This design comes from an exercise in tuning for small area on the open sky130 flow, not from production work.
At most, simulation tests tie the RTL to the original design; equivalence was not proved.
For run 3, only the layout was checked, not whether the RTL still works.
In runs 1 and 2 the design's own scripts or RTL, not TritonCTS, make the clock network.
The clock input has no modelled driver; a real chip could not lean on it and would need a root buffer or a full tree.
No activity file was given, so power comes from the tool's default toggle rates.

<file path="flow/remap.tcl">
# Re-map the combinational logic of the standard synthesis netlist for area, keeping every
# register cell (instance name, cell type, connections) as the standard synthesis left it.
# Run by flow/run.sh as: yosys -c flow/remap.tcl (env: REMAP_IN, REMAP_OUT, REMAP_LIB,
# REMAP_DONT_USE, REMAP_SCRIPT).
yosys read_liberty -ignore_miss_func $::env(REMAP_LIB)
# sequential cells stay black boxes, so flatten below only dissolves the logic cells
yosys blackbox sky130_fd_sc_hd__df* sky130_fd_sc_hd__edf* sky130_fd_sc_hd__sdf* sky130_fd_sc_hd__sedf* sky130_fd_sc_hd__dl* sky130_fd_sc_hd__sdl*
yosys read_verilog $::env(REMAP_IN)
yosys hierarchy -top $::env(FLOW_TOP)
yosys stat -liberty $::env(REMAP_LIB)
yosys flatten
yosys rename -hide w:*.*
yosys rename -hide c:*.*
yosys opt -purge
set du {}
foreach c $::env(REMAP_DONT_USE) { lappend du -dont_use $c }
yosys abc -liberty $::env(REMAP_LIB) {*}$du -script $::env(REMAP_SCRIPT)
yosys opt_clean -purge
yosys stat -liberty $::env(REMAP_LIB)
yosys read_liberty -lib -overwrite $::env(REMAP_LIB)
yosys check -assert -mapped
yosys write_verilog -noattr -nohex -nodec $::env(REMAP_OUT)
</file>
<file path="design.v">
module playFromFile(clk, rst, gpioBank1, gpioBank2, gpioBank3);
  input clk, rst;
  output[3:0] gpioBank1, gpioBank2, gpioBank3;
  reg [15:0] c_g4;
  wire end_g4 = c_g4[0] & c_g4[1] & c_g4[2] & c_g4[3] & c_g4[4] & ~c_g4[5] & c_g4[6] & c_g4[7] & ~c_g4[9] & ~c_g4[10] & ~c_g4[11] & c_g4[12] & ~c_g4[13] & c_g4[14] & ~c_g4[15];
  always @(posedge clk)
    if (rst | end_g4) c_g4 <= 16'd0;
    else c_g4 <= {~c_g4[14:0], c_g4[8] ^ c_g4[14] ^ c_g4[15]};
  reg [14:0] c_a;
  wire end_a = c_a[0] & ~c_a[1] & ~c_a[2] & c_a[3] & ~c_a[5] & ~c_a[6] & c_a[7] & ~c_a[8] & c_a[9] & c_a[10] & c_a[11] & ~c_a[12] & ~c_a[13] & c_a[14];
  wire win_a = ~c_a[1] & c_a[2] & ~c_a[3] & c_a[4] & ~c_a[5] & c_a[6] & ~c_a[7] & c_a[8] & ~c_a[9] & c_a[10] & ~c_a[11] & c_a[12] & ~c_a[13];    
  wire one_a = win_a & ~c_a[0];
  always @(posedge clk)
    if (rst | end_a) c_a <= 15'd21845;
    else c_a <= {~c_a[13:0], c_a[0] ^ c_a[14]};
  reg [15:0] c_b4;
  wire end_b4 = c_b4[1] & ~c_b4[2] & c_b4[3] & c_b4[4] & c_b4[5] & ~c_b4[7] & c_b4[8] & c_b4[9] & ~c_b4[10] & c_b4[11] & ~c_b4[12] & ~c_b4[13] & c_b4[14] & ~c_b4[15];
  always @(posedge clk)
    if (rst | end_b4) c_b4 <= 16'd0;
    else c_b4 <= {~c_b4[14:0], c_b4[6] ^ c_b4[15]};
  reg [15:0] c_c5;
  wire end_c5 = ~c_c5[0] & c_c5[1] & ~c_c5[3] & ~c_c5[4] & ~c_c5[5] & c_c5[6] & c_c5[7] & c_c5[8] & ~c_c5[9] & ~c_c5[10] & ~c_c5[11] & ~c_c5[13] & c_c5[14] & ~c_c5[15];
  always @(posedge clk)
    if (rst | end_c5) c_c5 <= 16'd0;
    else c_c5 <= {~c_c5[14:0], ~(c_c5[2] ^ c_c5[15])};
  reg [15:0] c_d5;
  wire end_d5 = c_d5[0] & ~c_d5[1] & c_d5[3] & ~c_d5[5] & ~c_d5[6] & c_d5[7] & ~c_d5[8] & c_d5[9] & ~c_d5[10] & c_d5[11] & ~c_d5[12] & c_d5[13] & c_d5[14] & ~c_d5[15];
  always @(posedge clk)
    if (rst | end_d5) c_d5 <= 16'd0;
    else c_d5 <= {~c_d5[14:0], c_d5[2] ^ c_d5[15]};
  reg [14:0] c_e;
  wire end_e = c_e[0] & ~c_e[2] & ~c_e[3] & c_e[4] & ~c_e[5] & c_e[6] & ~c_e[8] & ~c_e[9] & ~c_e[10] & c_e[12] & c_e[13] & c_e[14];
  wire win_e = ~c_e[1] & c_e[2] & ~c_e[3] & c_e[4] & ~c_e[5] & c_e[6] & ~c_e[7] & c_e[8] & ~c_e[9] & c_e[10] & ~c_e[11] & c_e[12] & ~c_e[13];    
  wire one_e = win_e & ~c_e[0];
  always @(posedge clk)
    if (rst | end_e) c_e <= 15'd21845;
    else c_e <= {~c_e[13:0], c_e[0] ^ c_e[14]};
  reg [15:0] c_fs5;
  wire end_fs5 = c_fs5[0] & c_fs5[2] & c_fs5[3] & c_fs5[5] & ~c_fs5[7] & ~c_fs5[8] & ~c_fs5[9] & c_fs5[10] & ~c_fs5[11] & ~c_fs5[12] & c_fs5[13] & c_fs5[14] & c_fs5[15];
  always @(posedge clk)
    if (rst | end_fs5) c_fs5 <= 16'd0;
    else c_fs5 <= {~c_fs5[14:0], c_fs5[2] ^ c_fs5[15]};
  reg [14:0] c_g5;
  wire end_g5 = ~c_g5[0] & c_g5[1] & c_g5[3] & c_g5[4] & ~c_g5[5] & c_g5[6] & ~c_g5[7] & ~c_g5[8] & ~c_g5[9] & ~c_g5[10] & ~c_g5[11] & c_g5[12] & ~c_g5[13] & c_g5[14];
  always @(posedge clk)
    if (rst | end_g5) c_g5 <= 15'd0;
    else c_g5 <= {~c_g5[13:0], c_g5[3] ^ c_g5[14]};
  reg [15:0] c_t;
  wire end_t = c_t[0] & c_t[2] & ~c_t[3] & c_t[4] & c_t[5] & ~c_t[6] & ~c_t[7] & c_t[8] & c_t[9] & ~c_t[10] & c_t[11] & c_t[12] & ~c_t[13] & c_t[14] & ~c_t[15];
  wire win_t = c_t[1] & ~c_t[2] & c_t[3] & ~c_t[4] & c_t[5] & ~c_t[6] & c_t[7] & ~c_t[8] & c_t[9] & ~c_t[10] & c_t[11] & ~c_t[12] & c_t[13] & ~c_t[14] & c_t[15];    
  wire one_t = win_t & c_t[0];
  always @(posedge clk)
    if (rst | end_t) c_t <= 16'd43690;
    else c_t <= {~c_t[14:0], c_t[8] ^ c_t[15]};
  reg w_g4;
  always @(posedge clk) if (rst) w_g4 <= 1'b0; else if (end_g4) w_g4 <= ~w_g4;
  reg w_b4;
  always @(posedge clk) if (rst) w_b4 <= 1'b0; else if (end_b4) w_b4 <= ~w_b4;
  reg w_c5;
  always @(posedge clk) if (rst) w_c5 <= 1'b0; else if (end_c5) w_c5 <= ~w_c5;
  reg w_d5;
  always @(posedge clk) if (rst) w_d5 <= 1'b0; else if (end_d5) w_d5 <= ~w_d5;
  reg w_fs5;
  always @(posedge clk) if (rst) w_fs5 <= 1'b0; else if (end_fs5) w_fs5 <= ~w_fs5;
  reg w_g5;
  always @(posedge clk) if (rst) w_g5 <= 1'b0; else if (end_g5) w_g5 <= ~w_g5;
  reg w_n880;
  always @(posedge clk) if (rst) w_n880 <= 1'b0; else if (end_a) w_n880 <= ~w_n880;
  reg w_n1318;
  always @(posedge clk) if (rst) w_n1318 <= 1'b0; else if (end_e) w_n1318 <= ~w_n1318;
  reg w_met;
  always @(posedge clk) if (rst) w_met <= 1'b0; else if (end_t) w_met <= ~w_met;
  reg w_a4, w_e5;    
  always @(posedge clk) if (rst) w_a4 <= 1'b0; else if (end_a & w_n880) w_a4 <= ~w_a4;
  always @(posedge clk) if (rst) w_e5 <= 1'b0; else if (end_e & w_n1318) w_e5 <= ~w_e5;
  wire st_n440 = one_a & ~w_n880 & w_a4;
  wire st_n659 = one_e & ~w_n1318 & w_e5;
  reg [7:0] q_n440;
  always @(posedge clk) if (rst) q_n440 <= 8'd17; else if (st_n440) q_n440 <= {q_n440[6:0], q_n440[7] ^ q_n440[5] ^ q_n440[4] ^ q_n440[3]};
  reg [7:0] q_n659;
  always @(posedge clk) if (rst) q_n659 <= 8'd17; else if (st_n659) q_n659 <= {q_n659[6:0], q_n659[7] ^ q_n659[5] ^ q_n659[4] ^ q_n659[3]};
  reg q0_n880;
  always @* case ({w_a4, w_n880, win_a})
    3'b000, 3'b001, 3'b011, 3'b110: q0_n880 = q_n440[0] ^ q_n440[5] ^ q_n440[7];
    3'b010, 3'b101: q0_n880 = q_n440[6];
    default: q0_n880 = q_n440[7];
  endcase
  reg q0_n1318;
  always @* case ({w_e5, w_n1318, win_e})
    3'b000, 3'b001, 3'b011, 3'b110: q0_n1318 = q_n659[0] ^ q_n659[5] ^ q_n659[7];
    3'b010, 3'b101: q0_n1318 = q_n659[6];
    default: q0_n1318 = q_n659[7];
  endcase
  reg [3:0] Addr;
  wire posMet = one_t & w_met;
  reg fb;
  always @* case (Addr)
    4'd0: fb = 1'b1;
    4'd1: fb = 1'b0;
    4'd2: fb = 1'b1;
    4'd5: fb = 1'b1;
    4'd11: fb = 1'b0;
    4'd6: fb = 1'b1;
    4'd13: fb = 1'b0;
    4'd10: fb = 1'b0;
    4'd4: fb = 1'b1;
    4'd9: fb = 1'b1;
    4'd3: fb = 1'b1;
    4'd7: fb = 1'b0;
    default: fb = 1'bx;
  endcase
  always @(posedge clk)
    if (rst | (Addr == 4'd14)) Addr <= 4'd0;
    else if (posMet) Addr <= {Addr[2:0], fb};
  assign gpioBank1[0] = w_g4 & (Addr == 4'd0);
  assign gpioBank1[1] = w_a4 & (Addr == 4'd1);
  assign gpioBank1[2] = w_b4 & (Addr == 4'd2);
  assign gpioBank1[3] = w_c5 & (Addr == 4'd5);
  assign gpioBank2[0] = w_d5 & (Addr == 4'd11);
  assign gpioBank2[1] = w_e5 & (Addr == 4'd6);
  assign gpioBank2[2] = w_fs5 & (Addr == 4'd13);
  assign gpioBank2[3] = w_g5 & (Addr == 4'd10);
  assign gpioBank3[0] = q_n440[4] & (Addr == 4'd4);
  assign gpioBank3[1] = q_n659[4] & (Addr == 4'd9);
  assign gpioBank3[2] = q0_n880 & (Addr == 4'd3);
  assign gpioBank3[3] = q0_n1318 & (Addr == 4'd7);
endmodule
</file>
<file path="config.mk">
export PLATFORM = sky130hd
export DESIGN_NAME = playFromFile
export DESIGN_NICKNAME = playFromFile
export VERILOG_FILES = /design/flow/design.v
export SDC_FILE = /design/flow/constraint.sdc
export NUM_CORES = 4
export LEC_CHECK = 0
export CAP_MARGIN = 20
export CORE_MARGIN = 2
export CORE_UTILIZATION = 60
export SLEW_MARGIN = 20
</file>
<file path="flow/run.sh">
#!/bin/bash
# Standard ORFS layout (the standard.sh) with three changes:
#  - after the standard synthesis, its combinational logic is re-mapped for area by
#    flow/remap.tcl (registers untouched);
#  - a two-level clock tree built by flow/mycts.tcl in place of TritonCTS;
#  - buf_1 cells as the port buffers.
set -o pipefail
export PRE_CTS_TCL=$PWD/flow/cts_hook.tcl
export MYCTS_NET=clk MYCTS_MAX=16 MYCTS_LEAF=sky130_fd_sc_hd__clkbuf_8 MYCTS_ROOT=sky130_fd_sc_hd__clkbuf_2
export BUFFER_PORTS_ARGS="-buffer_cell sky130_fd_sc_hd__buf_1"
bash standard.sh synth > standard_synth.log 2>&1 || exit 1
R=$PWD/orfs/results/$FLOW_PLATFORM/playFromFile/base
cp $R/1_2_yosys.v $PWD/standard_1_2_yosys.v
export REMAP_IN=$PWD/standard_1_2_yosys.v REMAP_OUT=$R/1_2_yosys.v
export REMAP_LIB=$FLOW_HOME/platforms/$FLOW_PLATFORM/lib/sky130_fd_sc_hd__tt_025C_1v80.lib
export REMAP_SCRIPT=$PWD/flow/remap_abc.script
export REMAP_DONT_USE="$(sed -n '/DONT_USE_CELLS *+=/,/^$/p' $FLOW_HOME/platforms/$FLOW_PLATFORM/config.mk | grep -oE 'sky130_fd_sc_hd__[a-z0-9_]+' | tr '\n' ' ')"
YOSYS=$(command -v yosys || echo $FLOW_HOME/../tools/install/yosys/bin/yosys)
$YOSYS -c flow/remap.tcl > remap_yosys.log 2>&1 || exit 1
rm -f $R/1_synth.odb $R/1_synth.sdc
bash standard.sh > standard_run.log 2>&1
</file>
<file path="flow/cts_hook.tcl">
# Sourced by ORFS cts.tcl before clock tree synthesis (PRE_CTS_TCL): replace TritonCTS's
# H-tree with the two-level tree of mycts.tcl; the rest of cts.tcl (placement legalisation,
# timing repair) runs unchanged.
source [file join [file dirname [info script]] mycts.tcl]
rename clock_tree_synthesis orig_clock_tree_synthesis
proc clock_tree_synthesis {args} {
  mycts
  set_propagated_clock [all_clocks]
}
</file>
<file path="flow/remap_abc.script">
&get -n
&st
&deepsyn -T 30
&dch -f
&nf -R 1000
&dch -f
&nf -R 1000
&put
topo
</file>
<file path="constraint.sdc">
create_clock -name core_clock -period 20.0 [get_ports {clk}]
set_input_delay 4.0000 -clock core_clock [delete_from_list [all_inputs] [get_ports {clk}]]
set_output_delay 4.0000 -clock core_clock [all_outputs]
set_load 0.01 [all_outputs]
</file>
<file path="flow/mycts.tcl">
# Clock tree built by hand: the register clock pins are split by recursive
# bisection into ceil(sinks / $::env(MYCTS_MAX)) clusters of near-equal size; each cluster gets one leaf
# buffer at its centroid, and one root buffer at the centroid of the leaves drives them.
proc mycts_split {items k} {
  if {$k <= 1} { return [list $items] }
  set xs {}; set ys {}
  foreach it $items { lappend xs [lindex $it 1]; lappend ys [lindex $it 2] }
  set dx [expr {[tcl::mathfunc::max {*}$xs] - [tcl::mathfunc::min {*}$xs]}]
  set dy [expr {[tcl::mathfunc::max {*}$ys] - [tcl::mathfunc::min {*}$ys]}]
  set ix [expr {$dx >= $dy ? 1 : 2}]
  set s [lsort -real -index $ix $items]
  set k1 [expr {$k / 2}]
  set h [expr {([llength $s] * $k1 + $k / 2) / $k}]
  return [concat [mycts_split [lrange $s 0 [expr {$h-1}]] $k1] [mycts_split [lrange $s $h end] [expr {$k - $k1}]]]
}
proc mycts {} {
  set db [ord::get_db]
  set block [ord::get_db_block]
  set clk [$block findNet $::env(MYCTS_NET)]
  set leafm [$db findMaster $::env(MYCTS_LEAF)]
  set rootm [$db findMaster $::env(MYCTS_ROOT)]
  set items {}
  foreach it [$clk getITerms] {
    set inst [$it getInst]
    set bb [$inst getBBox]
    lappend items [list $it [expr {([$bb xMin]+[$bb xMax])/2}] [expr {([$bb yMin]+[$bb yMax])/2}]]
  }
  set clusters [mycts_split $items [expr {int(ceil([llength $items] / double($::env(MYCTS_MAX))))}]]
  set rootnet [odb::dbNet_create $block "clknet_root"]
  $rootnet setSigType CLOCK
  set root [odb::dbInst_create $block $rootm "clkbuf_root"]
  set i 0; set sx 0; set sy 0
  foreach c $clusters {
    set net [odb::dbNet_create $block "clknet_leaf_$i"]
    $net setSigType CLOCK
    set buf [odb::dbInst_create $block $leafm "clkbuf_leaf_$i"]
    set x 0; set y 0
    foreach it $c {
      set x [expr {$x + [lindex $it 1]}]; set y [expr {$y + [lindex $it 2]}]
      set iterm [lindex $it 0]
      $iterm disconnect
      $iterm connect $net
    }
    set x [expr {int($x / [llength $c])}]; set y [expr {int($y / [llength $c])}]
    $buf setLocation $x $y
    $buf setPlacementStatus PLACED
    [$buf findITerm A] connect $rootnet
    [$buf findITerm X] connect $net
    set sx [expr {$sx + $x}]; set sy [expr {$sy + $y}]
    puts "mycts: leaf $i [llength $c] sinks at $x $y"
    incr i
  }
  $root setLocation [expr {int($sx / $i)}] [expr {int($sy / $i)}]
  $root setPlacementStatus PLACED
  [$root findITerm A] connect $clk
  [$root findITerm X] connect $rootnet
}
</file>
<file path="standard.sh">
#!/bin/bash
# synth_recipe.tcl (not shown) runs the flow's synth.tcl, then flattens the netlist and writes it again
# the make line also repeats each setting of config.mk as NAME=value (left out here)
make -C /OpenROAD-flow-scripts/flow DESIGN_CONFIG=/design/flow/config.mk WORK_HOME=/design/flow/orfs CLKGATE_MAP_FILE= SYNTH_SCRIPT=/design/flow/synth_recipe.tcl "${@:-finish}"
</file>
==> impl_metrics.toml, run 1 <==
[run_status]
status = "finished clean"

[global_routing]
grt_pass1_vias = 3173
antenna_found_initial = 0
gr-total-overflow = 0
grt_pass1_wl_um = 14650
grt_max_degree = 40
grt_usage_pct = 17.86

[layout]
fin_area_um2 = 5539
multi_input_area_um2 = 1713
layout_common_cells = "dfxtp_1, nor2_1, nand2_1, a22o_1, a21oi_1"
area_growth_pct = 6.958
layout_commonest_cell = "dfxtp_1"
antenna_cells = 0
drive_gt1_share_pct = 3.030
fin_nets = 532
seqCellArea_um2 = 3443
fillers = 703

[sta]
rsz0062_at_grt = "no"
setup_viol = 0
fin_skew_ns = 0.01229
hold_violations = 0
slew_viol_final = 0
worst_hold_slack_ns = 0.3844
tightest_slew_ns = 0.7531
slew_headroom_pct = 49.33
fin_ws_ns = 13.27
fmax_ghz = 0.1485
setup_tns_ns = 0
finalCriticalPeriod_ns = 6.734
min_period_over_period_pct = 33.67

[worst_setup_path]
cp_slowest_cell = "or4b_1"
crit_type = "flop to primary output"
crit_arrival_ns = 2.73
slowest_delay_ns = 0.55
end_kind = "primary output"
critical_path.max_fanout = 2
crit_chain = "or4b_1 > nor4_1 > nand2b_1 > nand2_1 > mux2i_1 > xor2_1 > a21oi_1 > buf_1"
cp-start-kind = "flop"
required_ns = 16.00

[yosys]
syn_avg_cell_area_um2 = 10.36
netlist_instances = 500
synth_area_um2 = 5179
synth_nets = 502
ys_warn_count = 1

[route]
drt_iter0_drc = 95
vias = 3388
vias_per_cell = 5.352
drc = 0
drt-total-wl_um = 8667
avgRoutedWirePerCell_um = 13.69
drt_pass1_iterations = 4
final_antenna_net_count = 0

[place]
hpwl_um = 5884
place.gp.congestion = 0.8301
place_ws_ns = 14.00
numPortBuffers = 13
place_area_um2 = 5383

[power]
power.density_nw_per_um2 = 95.65
p_leak_uw = 0.002232
ir_worst_vdd_v = 0.00005967
total_power_uw = 529.8

[clocking]
cts.clk_slew.worst_paths_ns = 0.10
cts_hold_buf = 0
post_cts_resized = 0
cts_setup_buffers = 0
clk_latency_ns = 0.70

[floorplanning]
top_level_ports = 14
core_area_um2 = 8299
rows = 33
die_height_um = 96.91
dieArea_um2 = 9391
start_util_pct = 62.40
dieWidth_um = 96.91

[flow_run]
maxCapViolCount = 0

[hold_path]
hold_path_class = "flop to flop"
flip-flops by register name, indices dropped and copies added (netlist names), 4 cells and up:
signal / flops
c_fs5: 16
c_d5: 16
c_g4: 16
c_e: 15
c_c5: 16
c_b4: 16
c_g5: 15
q_n659: 8
c_a: 15
q_n440: 8
Addr: 4
c_t: 16
metrics by stage:
stage                     instances  utilization, %
after floorplan                 500               -
after global placement          621           64.86
after detailed placement        621           64.86
after CTS                       633           66.74
after global routing            633           66.74
final                           633           66.74
final cells by class:
type	instances	share of cell area, %
flip-flops and latches	172	62.16
multi-input cells	322	30.92
plain buffers	12	2.824
well taps	105	2.372
repair buffers	16	1.310
inverters	6	0.4066
final timing paths:
check,from,end,slack [ns],depth (start not counted)
setup / recovery,c_a[1],gpioBank3[2],13.27,8
hold / removal,c_c5[12],c_c5[13],0.38,1
setup reg to reg,c_a[1],q_n440[2],17.90,7
hold reg to reg,c_c5[12],c_c5[13],0.38,1
critical path: cells and delay by family (launching register included):
kind	cells	cell delay, ns
muxes	1	0.14
buffers and inverters	1	0.17
xor gates and xnor gates	1	0.15
and+or+nand+nor	4	1.09
DFF	1	0.32
AOI/OAI and AO/OA	1	0.16
layer usage:
| layer | GRT usage [%] | wire length [um] | up-vias | part of all wire (%) |
|---|---|---|---|---|
| li1 | - | - | 1740 | - |
| met1 | 25.84 | 4406 | 1597 | 51 |
| met2 | 29.17 | 3785 | 35 | 44 |
| met3 | 2.457 | 308 | 16 | 3.6 |
| met4 | 3.250 | 166 | 0 | 1.9 |
| met5 | 0 | 0 | - | 0 |
report_power, final:
part           switching, uW  total, uW  leakage [uW]  internal [uW]
logic                   10.6       17.7      0.000728           7.08
registers               8.49        367       0.00142            358
clock network           95.8        146     0.0000832           49.8
total                    115        530       0.00223            415
==> run 2: changes to the inputs <==
--- a/design.v
+++ b/design.v
@@ -100,6 +100,3 @@
     4'd2: fb = 1'b1;
-    4'd5: fb = 1'b1;
-    4'd11: fb = 1'b0;
-    4'd6: fb = 1'b1;
-    4'd13: fb = 1'b0;
+    4'd5: fb = 1'b0;
     4'd10: fb = 1'b0;
@@ -107,4 +104,7 @@
     4'd9: fb = 1'b1;
-    4'd3: fb = 1'b1;
-    4'd7: fb = 1'b0;
+    4'd3: fb = 1'b0;
+    4'd6: fb = 1'b1;
+    4'd13: fb = 1'b1;
+    4'd11: fb = 1'b1;
+    4'd7: fb = 1'b1;
     default: fb = 1'bx;
@@ -112,3 +112,3 @@
   always @(posedge clk)
-    if (rst | (Addr == 4'd14)) Addr <= 4'd0;
+    if (rst | (Addr == 4'd15)) Addr <= 4'd0;
     else if (posMet) Addr <= {Addr[2:0], fb};
@@ -118,9 +118,9 @@
   assign gpioBank1[3] = w_c5 & (Addr == 4'd5);
-  assign gpioBank2[0] = w_d5 & (Addr == 4'd11);
-  assign gpioBank2[1] = w_e5 & (Addr == 4'd6);
-  assign gpioBank2[2] = w_fs5 & (Addr == 4'd13);
-  assign gpioBank2[3] = w_g5 & (Addr == 4'd10);
-  assign gpioBank3[0] = q_n440[4] & (Addr == 4'd4);
-  assign gpioBank3[1] = q_n659[4] & (Addr == 4'd9);
-  assign gpioBank3[2] = q0_n880 & (Addr == 4'd3);
+  assign gpioBank2[0] = w_d5 & (Addr == 4'd10);
+  assign gpioBank2[1] = w_e5 & (Addr == 4'd4);
+  assign gpioBank2[2] = w_fs5 & (Addr == 4'd9);
+  assign gpioBank2[3] = w_g5 & (Addr == 4'd3);
+  assign gpioBank3[0] = q_n440[4] & (Addr == 4'd6);
+  assign gpioBank3[1] = q_n659[4] & (Addr == 4'd13);
+  assign gpioBank3[2] = q0_n880 & (Addr == 4'd11);
   assign gpioBank3[3] = q0_n1318 & (Addr == 4'd7);
--- a/flow/run.sh
+++ b/flow/run.sh
@@ -3,3 +3,4 @@
 #  - after the standard synthesis, its combinational logic is re-mapped for area by
-#    flow/remap.tcl (registers untouched);
+#    flow/remap.tcl (registers untouched); four ABC runs with different seeds, the
+#    smallest netlist is kept;
 #  - a two-level clock tree built by flow/mycts.tcl in place of TritonCTS;
@@ -13,8 +14,20 @@
 cp $R/1_2_yosys.v $PWD/standard_1_2_yosys.v
-export REMAP_IN=$PWD/standard_1_2_yosys.v REMAP_OUT=$R/1_2_yosys.v
+export REMAP_IN=$PWD/standard_1_2_yosys.v
 export REMAP_LIB=$FLOW_HOME/platforms/$FLOW_PLATFORM/lib/sky130_fd_sc_hd__tt_025C_1v80.lib
-export REMAP_SCRIPT=$PWD/flow/remap_abc.script
 export REMAP_DONT_USE="$(sed -n '/DONT_USE_CELLS *+=/,/^$/p' $FLOW_HOME/platforms/$FLOW_PLATFORM/config.mk | grep -oE 'sky130_fd_sc_hd__[a-z0-9_]+' | tr '\n' ' ')"
 YOSYS=$(command -v yosys || echo $FLOW_HOME/../tools/install/yosys/bin/yosys)
-$YOSYS -c flow/remap.tcl > remap_yosys.log 2>&1 || exit 1
+for s in 1 2 3 4; do
+  sed "s/&deepsyn -T 30/&deepsyn -T 45 -S $s/" flow/remap_abc.script > remap_abc_$s.script
+  REMAP_SCRIPT=$PWD/remap_abc_$s.script REMAP_OUT=$PWD/remap_$s.v $YOSYS -c flow/remap.tcl > remap_yosys_$s.log 2>&1 &
+done
+wait
+best=""; besta=""
+for s in 1 2 3 4; do
+  a=$(grep "Chip area for module" remap_yosys_$s.log | tail -1 | awk '{print $NF}')
+  [ -s remap_$s.v ] && grep -q "Found and reported 0 problems" remap_yosys_$s.log || continue
+  if [ -z "$besta" ] || awk "BEGIN{exit !($a < $besta)}"; then best=$s; besta=$a; fi
+done
+echo "remap areas: $(grep -h 'Chip area for module' remap_yosys_*.log | awk '{print $NF}' | tr '\n' ' ') kept $best ($besta)" > remap_choice.log
+[ -n "$best" ] || exit 1
+cp remap_$best.v $R/1_2_yosys.v
 rm -f $R/1_synth.odb $R/1_synth.sdc
==> run 2 against run 1 <==
Effect of this change: global-route usage is 0.074 points lower; routed wire length is 2.1% lower; worst setup slack worse by 0.19 ns; flip-flop and latch count stayed put; critical path depth stayed put; synthesized cell count is 1.2% higher; fmax is 2.7% lower; cell count is 0.79% higher; hold slack worse by 0.0035 ns; cell area is 0.11% higher; sequential power hardly changed; synthesized area is 0.14% higher; critical path type unchanged.
==> impl_metrics.toml, run 2 <==
[run_status]
status = "finished clean"

[layout]
layout_commonest_cell = "dfxtp_1"
fin_nets = 537
antenna_cells = 0
fin_area_um2 = 5545
fillers = 688
final_cells = 638
area_growth_pct = 6.924
layout_common_cells = "dfxtp_1, nor2_1, nand2_1, xnor2_1, a22o_1"
drive_gt1_share_pct = 3.002

[yosys]
synth_nets = 508
synth_area_um2 = 5186
ys_warn_count = 1
netlist_instances = 506
syn_avg_cell_area_um2 = 10.25

[global_routing]
grt_pass1_wl_um = 14630
antenna_found_initial = 0
grt_max_degree = 64
grt_usage_pct = 17.79
gr-total-overflow = 0
grt_pass1_vias = 3262

[floorplanning]
core_area_um2 = 8299
dieArea_um2 = 9403
die_height_um = 96.97
rows = 33
dieWidth_um = 96.97
top_level_ports = 14
start_util_pct = 62.49

[worst_setup_path]
reg2reg_depth = 7
required_ns = 16.00
crit_arrival_ns = 2.92
slowest_delay_ns = 0.42
cp_slowest_cell = "or4_1"
path_common_cell = "or4_1"
critical_path.max_fanout = 3
timing.rr.end = "q_n659[1]"
crit_chain = "nand4b_1 > or4_1 > or4_1 > or3b_1 > o21ai_0 > a22oi_1 > a21oi_1 > buf_1"
r2r-start = "c_e[10]"
crit_type = "flop to primary output"
cp-start-kind = "flop"
end_kind = "primary output"
regToRegSetupSlack_ns = 16.86
endpoint = "gpioBank3[3]"
startpoint = "c_e[10]"

[power]
power.density_nw_per_um2 = 94.89
p_leak_uw = 0.002193
ir_worst_vdd_v = 0.00005688
total_power_uw = 526.2

[sta]
fmax_ghz = 0.1445
slew_headroom_pct = 30.86
rsz0062_at_grt = "no"
setup_viol = 0
hold_violations = 0
fin_skew_ns = 0.008966
setup_tns_ns = 0
min_period_over_period_pct = 34.61
finalCriticalPeriod_ns = 6.922
slew_viol_final = 0
tightest_slew_ns = 1.029

[hold_path]
hold_path_class = "flop to flop"

[route]
vias = 3391
vias_per_cell = 5.315
drt_iter0_drc = 97
drt_pass1_iterations = 4
drc = 0
final_antenna_net_count = 0
avgRoutedWirePerCell_um = 13.31
drt-total-wl_um = 8489

[place]
place.gp.congestion = 0.8399
hpwl_um = 5847
place_area_um2 = 5383
dp_cells = 626
numPortBuffers = 13

[flow_run]
maxCapViolCount = 0

[clocking]
clk_latency_ns = 0.66
cts_setup_buffers = 0
cts_hold_buf = 0
post_cts_resized = 0
cts.clk_slew.worst_paths_ns = 0.10
==> run 2: cell type report <==
type | count | area (um^2) | share of cell area, %
Buffer | 12 | 156.4 | 2.820
Inverter | 6 | 22.52 | 0.4061
Multi-Input combinational cell | 328 | 1727 | 31.14
Sequential cell | 172 | 3443 | 62.09
Tap cell | 105 | 131.4 | 2.369
Timing Repair Buffer | 15 | 65.06 | 1.173
==> run 2: power by group <==
group | internal [uW] | leakage (uW) | switching [uW]
sequential | 358 | 0.00142 | 8.37
combinational | 7.03 | 0.000690 | 10.6
clock | 49.7 | 0.0000832 | 92.4
total | 415 | 0.00219 | 111
==> run 2: worst max-delay path, delay by kind of cell, from the launching register on <==
family,cells,cell delay [ns]
AOI/OAI and AO/OA,3,0.38
and+or+nand+nor,4,1.33
DFF,1,0.37
buffers and inverters,1,0.17
==> run 2: how the worst min path moves through the flow <==
stage	to	cells past startpoint	start
finish	c_d5[5]	1	c_d5[4]
global route	c_d5[5]	1	c_d5[4]
CTS	c_d5[5]	1	c_d5[4]
detailed placement	c_e[2]	1	c_e[1]
global placement	c_fs5[7]	1	c_fs5[6]
floorplan	c_e[12]	1	c_e[11]
==> run 2: metal layers <==
metal | routed length (um) | share of wire [%] | vias up | GRT usage [%]
met4 | 94 | 1.1 | 0 | 3.034
met3 | 313 | 3.7 | 9 | 2.529
met2 | 3744 | 44 | 30 | 29.59
li1 | - | - | 1765 | -
met1 | 4336 | 51 | 1587 | 25.28
met5 | 0 | 0 | - | 0
==> run 2: through the flow <==
step           util, %  worst slack [ns]  hold slack [ns]
2_1_floorplan        -             13.97           0.3527
3_3_place_gp     64.86             13.83           0.3688
3_5_place_dp     64.86             13.79           0.3636
4_1_cts          66.74             13.02           0.3892
5_1_grt          66.82             12.87           0.3925
6_report         66.82             13.08           0.3809
==> run 3: changes to the inputs <==
==> design.v (replaced) <==
module squareWave (clk, rst, out);
  parameter desiredFreq = 440;
  parameter clkFreq = 50000000;
  parameter clkDivider = clkFreq/desiredFreq/2;
  input clk, rst;
  output reg out;
  reg[31:0] counter;
  always @(posedge clk) begin
    if (rst) begin
      counter <= 0;
      out <= 0;
    end else if (counter == clkDivider-1) begin
      counter <= 0;
      out <= ~out;
    end else begin
      counter <= counter + 1;
    end
  end
endmodule
module edgeDetector(clk, rst, in, pos, neg);
input clk, rst, in;
output reg pos, neg;
reg buffer;
always @(posedge clk) begin
  if (rst) begin
    buffer <= 0;
    pos <= 0;
    neg <= 0;
  end else begin
  buffer <= in;
  if (!(in == buffer)) begin
    if (in) begin
      pos <= 1;
      neg <= 0;
    end else begin
      neg <= 1;
      pos <= 0;
    end
  end else begin
    pos <= 0;
    neg <= 0;
  end
  end
end
endmodule
module lfsr(clk, reset, en, q);
  input clk, reset, en;
  output reg[7:0] q; 
  always @(posedge clk) begin
    if (reset)
      q <= 8'd1;  
    else if (en)
      q <= {q[6:0], q[7] ^ q[5] ^ q[4] ^ q[3]};  
  end
endmodule
module songMemory(clk, Addr, DataOut);
  parameter song_len = 12;
  parameter encoding_len = 12;
  input clk;
  input[5:0] Addr;
  output[encoding_len-1:0] DataOut;
  reg [encoding_len-1:0] mem[song_len-1:0];
  initial begin 
    $readmemb("increasing.dat", mem);
  end
  assign DataOut = (Addr < song_len) ? mem[Addr] : {encoding_len{1'b0}};
endmodule
module keyboardBringup(clk, rst, sw, btn, gpioBank1, gpioBank2, gpioBank3);
  input clk, rst;
  input[7:0] sw;
  input[3:0] btn;
  output[3:0] gpioBank1, gpioBank2, gpioBank3;
  wire reset;
  assign reset = rst;
  wire outG;
  squareWave #(392) G4 (clk, rst, outG);
  assign gpioBank1[0] = outG & sw[7];
  wire outA;
  squareWave #(440) A4 (clk, rst, outA);
  assign gpioBank1[1] = outA & sw[6];
  wire outB;
  squareWave #(494) B4 (clk, rst, outB);
  assign gpioBank1[2] = outB & sw[5];
  wire outC;
  squareWave #(523) C5 (clk, rst, outC);
  assign gpioBank1[3] = outC & sw[4];
  wire outD;
  squareWave #(587) D5 (clk, rst, outD);
  assign gpioBank2[0] = outD & sw[3];
  wire outE;
  squareWave #(659) E5 (clk, rst, outE);
  assign gpioBank2[1] = outE & sw[2];
  wire outFs;
  squareWave #(740) Fs5 (clk, rst, outFs);
  assign gpioBank2[2] = outFs & sw[1];
  wire outGG;
  squareWave #(784) G5 (clk, rst, outGG);
  assign gpioBank2[3] = outGG & sw[0];
  wire nsqG, nposG, nnegG;
  wire[7:0] qG;
  lfsr noiseG (clk, reset, nposG, qG);
  squareWave #(440) nG4 (clk, rst, nsqG);
  edgeDetector ED_G (clk, rst, nsqG, nposG, nnegG);
  assign gpioBank3[0] = qG[0] & btn[3];
  wire nsqA, nposA, nnegA;
  wire[7:0] qA;
  lfsr noiseA (clk, reset, nposA, qA);
  squareWave #(659) nA4 (clk, rst, nsqA);
  edgeDetector ED_A (clk, rst, nsqA, nposA, nnegA);
  assign gpioBank3[1] = qA[0] & btn[2];
  wire nsqB, nposB, nnegB;
  wire[7:0] qB;
  lfsr noiseB (clk, reset, nposB, qB);
  squareWave #(880) nB4 (clk, rst, nsqB);
  edgeDetector ED_B (clk, rst, nsqB, nposB, nnegB);
  assign gpioBank3[2] = qB[0] & btn[1];
  wire nsqC, nposC, nnegC;
  wire[7:0] qC;
  lfsr noiseC (clk, reset, nposC, qC);
  squareWave #(659*2) nC4 (clk, rst, nsqC);
  edgeDetector ED_C (clk, rst, nsqC, nposC, nnegC);
  assign gpioBank3[3] = qC[0] & btn[0];
endmodule
module playFromFile(clk, rst, gpioBank1, gpioBank2, gpioBank3);
  parameter song_len = 12;
  parameter encoding_len = 12;
  parameter note_frequency = 400;
  input clk, rst;
  output[3:0] gpioBank1, gpioBank2, gpioBank3;
  reg[5:0] Addr;
  wire[encoding_len-1:0] notes;
  songMemory sMem (clk, Addr, notes);
  wire metronome, posMet, negMet;
  squareWave #(note_frequency) tempo (clk, rst, metronome);
  edgeDetector tempo_edge (clk, rst, metronome, posMet, negMet);
  keyboardBringup keyboard (clk, rst, notes[11:4], notes[3:0], gpioBank1, gpioBank2, gpioBank3);
  always @(posedge clk) begin
    if (rst) begin
      Addr <= 6'b0;
    end else begin
      Addr <= Addr + posMet;
      if (Addr == song_len) begin
        Addr <= 6'b0;
      end
    end
  end
endmodule
==> increasing.dat (new file) <==
100000000000
010000000000
001000000000
000100000000
000010000000
000001000000
000000100000
000000010000
000000001000
000000000100
000000000010
000000000001
==> run.sh (new file) <==
#!/bin/bash
# synth_recipe.tcl (not shown) runs the flow's synth.tcl, then flattens the netlist and writes it again
# the make line also repeats each setting of config.mk as NAME=value (left out here)
make -C /OpenROAD-flow-scripts/flow DESIGN_CONFIG=/design/flow/config.mk WORK_HOME=/design/flow/orfs CLKGATE_MAP_FILE= SYNTH_SCRIPT=/design/flow/synth_recipe.tcl finish
--- a/config.mk
+++ b/config.mk
@@ -9,3 +9,3 @@
 export CORE_MARGIN = 2
-export CORE_UTILIZATION = 60
+export CORE_UTILIZATION = 40
 export SLEW_MARGIN = 20
removed: flow/run.sh
removed: flow/cts_hook.tcl
removed: flow/mycts.tcl
removed: flow/remap.tcl
removed: flow/remap_abc.script
removed: standard.sh
==> run 3 against run 2 <==
Effect of this change: still clean on timing, DRC and antenna; hold slack better by 0.0034 ns; combinational power up 110%; clock skew grew 0.026 ns; synthesized cell count rose to 5.3 times the previous value; critical path depth decreased by 5; critical endpoint is now gpioBank2[2]; largest power group is now the clock network; highest routed layer unchanged.
==> impl_metrics.toml, run 3 <==
[run_status]
status = "finished clean"

[sta]
min_period_over_period_pct = 33.29
hold_violations = 0
fin_skew_ns = 0.03543
rsz0062_at_grt = "no"
fin_ws_ns = 13.34
finalCriticalPeriod_ns = 6.658
setup_viol = 0
setup_tns_ns = 0
fmax_ghz = 0.1502
worst_hold_slack_ns = 0.3842
tightest_slew_ns = 0.9866
slew_viol_final = 0
slew_headroom_pct = 34.10

[global_routing]
grt_pass1_vias = 18397
met1_usage_pct = 21.77
grt_max_degree = 51
use_met3_pct = 2.809
grt.met2_usage_pct = 28.03
gr-total-overflow = 0
grt_pass1_wl_um = 86720
antenna_found_initial = 0
grt_usage_pct = 16.56
top_usage_layer = "met2"

[power]
ir_worst_vdd_v = 0.00006178
p_leak_uw = 0.007717
power.density_nw_per_um2 = 80.26

[layout]
layout_common_cells = "dfxtp_1, nor2_1, a21oi_1, nand4_1, or4_1"
layout_commonest_cell = "dfxtp_1"
fin_nets = 2653
fin_area_um2 = 25560
area_growth_pct = 11.25
fillers = 5452
drive_gt1_share_pct = 5.245
final_cells = 3425
multi_input_area_um2 = 12440
antenna_cells = 0
seqCellArea_um2 = 9789

[route]
drt-total-wl_um = 50240
final_antenna_net_count = 0
drt_pass1_iterations = 5
drt_iter0_drc = 1149
drc = 0
vias = 19740
avgRoutedWirePerCell_um = 14.67
vias_per_cell = 5.764

[clocking]
cts_root_buffer = "clkbuf_16"
clock_sinks = 489
clk_latency_ns = 0.61
htreeDepth = 2
cts_setup_buffers = 0
numCtsBuffers = 53
post_cts_resized = 0
cts_tree = "done"
cts.clk_slew.worst_paths_ns = 0.06
cts_hold_buf = 0
cts_buffer_depth = 3

[flow_run]
maxCapViolCount = 0

[yosys]
synthFlopType = "dfxtp_1"
synth_top_area_share_pct = 42.62
synth_common_cells = "dfxtp_1, nor2_1, a21oi_1"
synth-adder-area-share_pct = 1.362
synth_cell_types = 48
yosys-mux-area-fraction_pct = 1.705
synth_edf_count = 0
synth-compound-area-share_pct = 12.21
ys_seq_area_share_pct = 42.62
syn_avg_cell_area_um2 = 8.542
yosys.area_share.simple_pct = 31.25
synth-seq-cells = 489
async_flop_share_pct = 0
ys_warn_count = 15
yosysTopAreaCell = "dfxtp_1"
synth_area_leaders = "dfxtp_1, or4_1, a21oi_1"
synth_xor_xnor_area_share_pct = 7.130
synth_top_family_by_area = "simple AND/OR/NAND/NOR gates"
synth_area_um2 = 22970
synth_most_common_cell = "dfxtp_1"
synth_nets = 2716
netlist_instances = 2689

[worst_setup_path]
reg2reg_depth = 5
cp-start-kind = "flop"
end_kind = "primary output"
critical_path.max_fanout = 12
required_ns = 16.00
crit_type = "flop to primary output"
crit_arrival_ns = 2.66

[place]
hpwl_um = 33090
place.gp.congestion = 0.8075
place_ws_ns = 13.97
dp_cells = 3326
place_area_um2 = 23680
numPortBuffers = 13

[floorplanning]
top_level_ports = 14
start_util_pct = 40.58
dieArea_um2 = 59360
die_height_um = 243.6
rows = 87
core_area_um2 = 56600
dieWidth_um = 243.6

[hold_path]
hold_depth = 1
hold_path_class = "flop to flop"
run 3: cell count changes in the layout (fill, tap and decap cells not counted), moves of 89 or more:
cell     before  now
nor2_1      136  247
o31ai_1       0  121
nand2_1      38  136
xnor2_1      16  105
a21oi_1      12  209
nand3_1       8  141
o21ai_0       9  101
or3_1         2  106
or4_1         4  147
dfxtp_1     172  489
nand4_1      10  149
run 3: stage by stage:
step           utilization (%)  total power [uW]
6_report                 45.15              2051
2_1_floorplan                -              1036
5_1_grt                  45.15              2125
3_3_place_gp             41.79              1046
3_5_place_dp             41.83              1048
4_1_cts                  45.10              2083
run 3: routing by layer:
metal / wire [um] / share of wire (%) / vias to the layer above
li1: - / - / 9934
met1: 24030 / 48 / 9417
met2: 23380 / 47 / 328
met3: 1998 / 4.0 / 61
met4: 836 / 1.7 / 0
met5: 0 / 0 / -
run 3: cell families after synthesis:
group           after synthesis
xor+xnor                    187
mux                          39
compound gates              472
flops                       489
buf+inv                     222
simple gates               1255
fa+ha+maj                    25
run 3: cell type report:
cell class                 count  share of cell area, %
multi-input combinational   1978                  48.67
tap                          756                  3.701
sequential                   489                  38.31
clock inverter                21                  1.131
clock buffer                  77                  6.095
timing repair buffer          28                 0.9841
inverter                      76                  1.116
run 3: worst paths after layout:
check | slack, ns | endpoint | startpoint
max | 13.34 | gpioBank2[2] | Addr[3]
min | 0.38 | keyboard.ED_G.pos | keyboard.ED_G.buffer
max reg2reg | 17.41 | keyboard.B4.counter[28] | keyboard.B4.counter[0]
min reg2reg | 0.38 | keyboard.ED_G.pos | keyboard.ED_G.buffer
run 3: critical path, stage by stage, from the launching register on:
cell	delay, ns
dfxtp_1	0.37
a211oi_2	0.86
and3_1	0.27
clkdlybuf4s50_1	0.54
run 3: where the power goes:
group	switching, uW	total, uW	internal [uW]	leakage, uW
sequential	8.63	989	981	0.00395
clock	406	1020	618	0.000906
combinational	25.7	37.4	11.7	0.00287
total	440	2050	1610	0.00772

==> what the ideal ports hide <==
Ports are ideal in the flow. The routed layouts listed here were re-timed in OpenROAD. Step 1 sets driving cells, clkbuf_16 on the clock port and buf_2 on the other inputs (assumed; they add their load-dependent delay and slew). Step 2, shift: input delay + t, output delay - t, t = (earliest + latest rising clock arrival at the registers) / 2. This alone moves slack from input paths to output paths. Three values: ideal ports, drivers, drivers and shift; two values: the first two.
run	t (ns)	setup WS [ns]	pins driven straight from the clock port
run 1	0.724	13.266 / 13.240 / 13.965	1
run 2	0.684	13.078 / 13.047 / 13.732	1
run 3	0.651	13.342 / 13.284 / 13.935	1
After both steps setup and hold are still met in every run listed.
